From an optimization exercise on the open Yosys and OpenROAD flow, aimed at small area and a short achievable clock period; shortcuts taken in it are not production practice. Function was checked by simulation only, so behaviour that the tests miss may differ from the original. No activity file was given, so power comes from the tool's default toggle rates.

==> flow/design.v <==
module rf_hold (input we, input wd, input nwe, input q, output y);
	assign y = (we & wd) | (nwe & q);
endmodule
module rf_oct (input [7:0] s, input [7:0] d, output y);
	assign y = |(s & d);
endmodule
module rf_oai21 (input a, input b, input c, output y);
	assign y = ~((a | b) & c);
endmodule
module rf_nand3 (input a, input b, input c, output y);
	assign y = ~(a & b & c);
endmodule
module rf_rdbit (input [31:0] sel, input [31:0] d, input nkill, input nx, output y);
	wire [3:0] h;
	wire [1:0] m;
	genvar i;
	generate
		for (i = 0; i < 4; i = i + 1) begin : l2
			rf_oct u (.s(sel[8*i+7:8*i]), .d(d[8*i+7:8*i]), .y(h[i]));
		end
		for (i = 0; i < 2; i = i + 1) begin : l3
			rf_oai21 u (.a(h[2*i]), .b(h[2*i+1]), .c(nkill), .y(m[i]));
		end
	endgenerate
	rf_nand3 u4 (.a(m[0]), .b(m[1]), .c(nx), .y(y));
endmodule
module add16 (input [15:0] a, input [15:0] b, output [15:0] y);
	wire [16:0] c;
	assign c[0] = 1'b0;
	genvar i;
	generate
		for (i = 0; i < 16; i = i + 1) begin : rc
			assign y[i]   = a[i] ^ b[i] ^ c[i];
			assign c[i+1] = (a[i] & b[i]) | (c[i] & (a[i] ^ b[i]));
		end
	endgenerate
endmodule
module inc16 (input [15:0] a, output [15:0] y);
	wire [16:0] c;
	assign c[0] = 1'b1;
	genvar i;
	generate
		for (i = 0; i < 16; i = i + 1) begin : rc
			assign y[i]   = a[i] ^ c[i];
			assign c[i+1] = a[i] & c[i];
		end
	endgenerate
endmodule
module SingleCycle_Top
(
	input				CLK	,
	input				RST	,
	output [9:0]	IMEM_ADDR	,
	input	 [15:0]	IMEM_RDATA	,
	output [9:0]	DMEM_ADDR	,
	output [15:0]	DMEM_WDATA	,
	output			DMEM_WE		,
	input	 [15:0]	DMEM_RDATA
);
	reg  [15:0] pc;
	reg  [15:0] aux;
	reg  [31:0] vld;
	wire [15:0] I  = IMEM_RDATA;
	wire [5:0]  op = I[15:10];
	wire [4:0]  fa = I[9:5];
	wire [4:0]  fb = I[4:0];
	wire is_sub  = (op == 6'd1);
	wire is_not  = (op == 6'd2);
	wire is_and  = (op == 6'd3) | (op == 6'd11);
	wire is_or   = (op == 6'd4) | (op == 6'd12);
	wire is_xor  = (op == 6'd5) | (op == 6'd13);
	wire is_sll  = (op == 6'd6);
	wire is_srl  = (op == 6'd7) | (op == 6'd8);
	wire is_imm  = (op >= 6'd9) & (op <= 6'd13);
	wire is_lui  = (op == 6'd10);
	wire is_br   = (op >= 6'd14) & (op <= 6'd23);
	wire is_jal  = (op == 6'd24);
	wire is_lw   = (op == 6'd25);
	wire is_sw   = (op == 6'd26);
	wire is_loa  = (op == 6'd28);
	wire reg_we  = (op == 6'd24) | (op == 6'd25) | (op == 6'd27);
	wire [15:0] wdata = is_jal ? pc : (is_lw ? DMEM_RDATA : aux);
	wire [31:0] sel1, sel2;
	wire [31:0] col [0:15];    
	genvar g, b;
	generate
		for (g = 0; g < 32; g = g + 1) begin : regs
			wire        we  = reg_we & (fb == g);
			wire        nwe = ~we;
			wire [15:0] d;
			reg  [15:0] r;
			for (b = 0; b < 16; b = b + 1) begin : bits
				rf_hold h (.we(we), .wd(wdata[b]), .nwe(nwe), .q(r[b]), .y(d[b]));
				assign col[b][g] = r[b];
			end
			always @(posedge CLK) r <= d;
			always @(posedge CLK or negedge RST) begin
				if (!RST) vld[g] <= 1'b0;
				else if (we) vld[g] <= 1'b1;
			end
			assign sel1[g] = (fa == g) & vld[g];
			assign sel2[g] = (fb == g) & vld[g];
		end
	endgenerate
	wire        fwdA  = reg_we & (fa == fb);
	wire        killX = is_imm | fwdA;
	wire        killY = is_imm | reg_we;
	wire [15:0] xsrc  = is_imm ? aux : (fwdA ? wdata : 16'h0);
	wire [15:0] ysrc  = is_imm ? {8'h00, I[7:0]} : (reg_we ? wdata : 16'h0);
	wire [15:0] X, Y;
	generate
		for (b = 0; b < 16; b = b + 1) begin : rdp
			rf_rdbit p1 (.sel(sel1), .d(col[b]), .nkill(~killX), .nx(~xsrc[b]), .y(X[b]));
			rf_rdbit p2 (.sel(sel2), .d(col[b]), .nkill(~killY), .nx(~ysrc[b]), .y(Y[b]));
		end
	endgenerate
	wire        sub  = is_sub | is_br;
	wire [15:0] Yp   = Y ^ {16{sub}};
	wire [15:0] p    = X ^ Yp;           
	wire [15:0] gn   = X & Yp;           
	wire [16:0] sum  = {1'b0, X} + {1'b0, Yp} + {16'h0, sub};
	wire        eq   = &p;               
	wire        ge_u = sum[16];
	wire        ge_s = sum[16] ^ X[15] ^ Y[15];
	wire        gt_u = ge_u & ~eq;
	wire        gt_s = ge_s & ~eq;
	reg taken;
	always @* begin
		case (op[4:0])
			5'd14:   taken = eq;
			5'd15:   taken = ~eq;
			5'd16:   taken = ~gt_s;
			5'd17:   taken = gt_s;
			5'd18:   taken = ge_s;
			5'd19:   taken = ~gt_s;
			5'd20:   taken = ~gt_u;
			5'd21:   taken = gt_u;
			5'd22:   taken = ge_u;
			default: taken = ~gt_u;
		endcase
	end
	wire [15:0] Xr, T, Tr;
	genvar j;
	generate
		for (j = 0; j < 16; j = j + 1) begin : rev
			assign Xr[j] = X[15-j];
			assign Tr[j] = T[15-j];
		end
	endgenerate
	wire [15:0] Z   = is_sll ? X : Xr;
	assign      T   = Z << Y[3:0];
	wire        big = |Y[15:4];
	wire s_sum = ~(is_not | is_and | is_or | is_xor | is_sll | is_srl | is_lui | is_br | is_loa);
	wire [15:0] aux_n =
		  ({16{s_sum}}          & sum[15:0])
		| ({16{is_not}}         & ~X)
		| ({16{is_and}}         & gn)
		| ({16{is_or}}          & (p | gn))
		| ({16{is_xor}}         & p)
		| ({16{is_sll & ~big}}  & T)
		| ({16{is_srl & ~big}}  & Tr)
		| ({16{is_lui}}         & {I[7:0], 8'h00})
		| ({16{is_loa}}         & Y);
	wire [15:0] pc_br, pc_inc;
	add16 u_pcbr (.a(pc), .b(aux), .y(pc_br));
	inc16 u_pcinc (.a(pc), .y(pc_inc));
	wire [15:0] pc_n = is_jal ? aux : ((is_br & taken) ? pc_br : pc_inc);
	always @(posedge CLK or negedge RST) begin
		if (!RST) begin
			pc  <= 16'h0;
			aux <= 16'h0;
		end else begin
			pc  <= pc_n;
			aux <= aux_n;
		end
	end
	assign IMEM_ADDR  = pc[9:0];
	assign DMEM_ADDR  = aux[9:0];
	assign DMEM_WDATA = Y;    
	assign DMEM_WE    = is_sw;
endmodule
export LEC_CHECK = 0
export CAP_MARGIN = 20
export CORE_MARGIN = 2
export CORE_UTILIZATION = 40
export SLEW_MARGIN = 20
export SYNTH_HIERARCHICAL = 1
create_clock -name core_clock -period 16.0 [get_ports {CLK}]
standard.sh (not shown) runs the stock make flow with config.mk's settings and CLKGATE_MAP_FILE= SYNTH_SCRIPT=/design/flow/synth_recipe.tcl, a recipe that flattens the netlist after the stock synthesis.
==> flow/flow/run.sh <==
#!/bin/bash
# Layout flow: the standard synthesis unchanged, then the standard ORFS
# layout steps with these changes:
#  - ports are buffered with buf_2 cells (the default picks a slow delay cell),
#  - timing repair may resize across cell footprints and aims for extra
#    setup slack, repairing only the worst paths,
#  - the clock tree uses larger sink clusters of clkbuf_8 cells.
set -euo pipefail
bash standard.sh synth > synth.log 2>&1
bash standard.sh \
  "BUFFER_PORTS_ARGS=-buffer_cell sky130_fd_sc_hd__buf_2" \
  MATCH_CELL_FOOTPRINT=0 \
  SETUP_SLACK_MARGIN=8 \
  TNS_END_PERCENT=5 \
  CTS_CLUSTER_SIZE=16 \
  CTS_CLUSTER_DIAMETER=60 \
  CTS_BUF_LIST=sky130_fd_sc_hd__clkbuf_8 \
  finish > layout.log 2>&1
Then changed:
--- a/flow/flow/run.sh
+++ b/flow/flow/run.sh
@@ -12,5 +12,5 @@
   MATCH_CELL_FOOTPRINT=0 \
-  SETUP_SLACK_MARGIN=8 \
+  SETUP_SLACK_MARGIN=7.4 \
   TNS_END_PERCENT=5 \
-  CTS_CLUSTER_SIZE=16 \
+  CTS_CLUSTER_SIZE=14 \
   CTS_CLUSTER_DIAMETER=60 \
After rerunning: The new run completed with no timing, DRC or antenna violations; power decreases by 2.9%; critical path depth stays the same; design area went down by 4.8%; via count drops by 4.8%; worst setup slack is worse by 0.33 ns; die area is unchanged; wire length drops by 13%; clock power stays flat; core utilization falls by 2.3 points; maximum frequency shrinks by 3.8%; first-iteration DRC count shrinks by 16%.

## what the ideal ports hide
No port has a modelled driver above. Below, the same layouts with a new extraction and two added sets of constraints.
Step 1, drivers: a clkbuf_16 drives CLK and a buf_2 each remaining input, both assumed.
Step 2 moves the port delays by t, midway between the first and last clock arrival at a register: inputs arrive t later, outputs are due t later. That takes back most of the time a late clock gives input paths.
a / b / c = ideal ports / drivers / drivers and shift; a / b = the first two.
run	shift t [ns]	slack for setup (ns)	worst setup path at the end
the first run	0.742	7.610 / 7.453 / 7.005	input to register
the second run	0.771	7.283 / 7.205 / 6.688	input to register
After both steps every run listed still meets setup and hold. The setup slack of the first run, which loses most, moves by -0.157 ns with the drivers and by -0.605 ns with both steps.
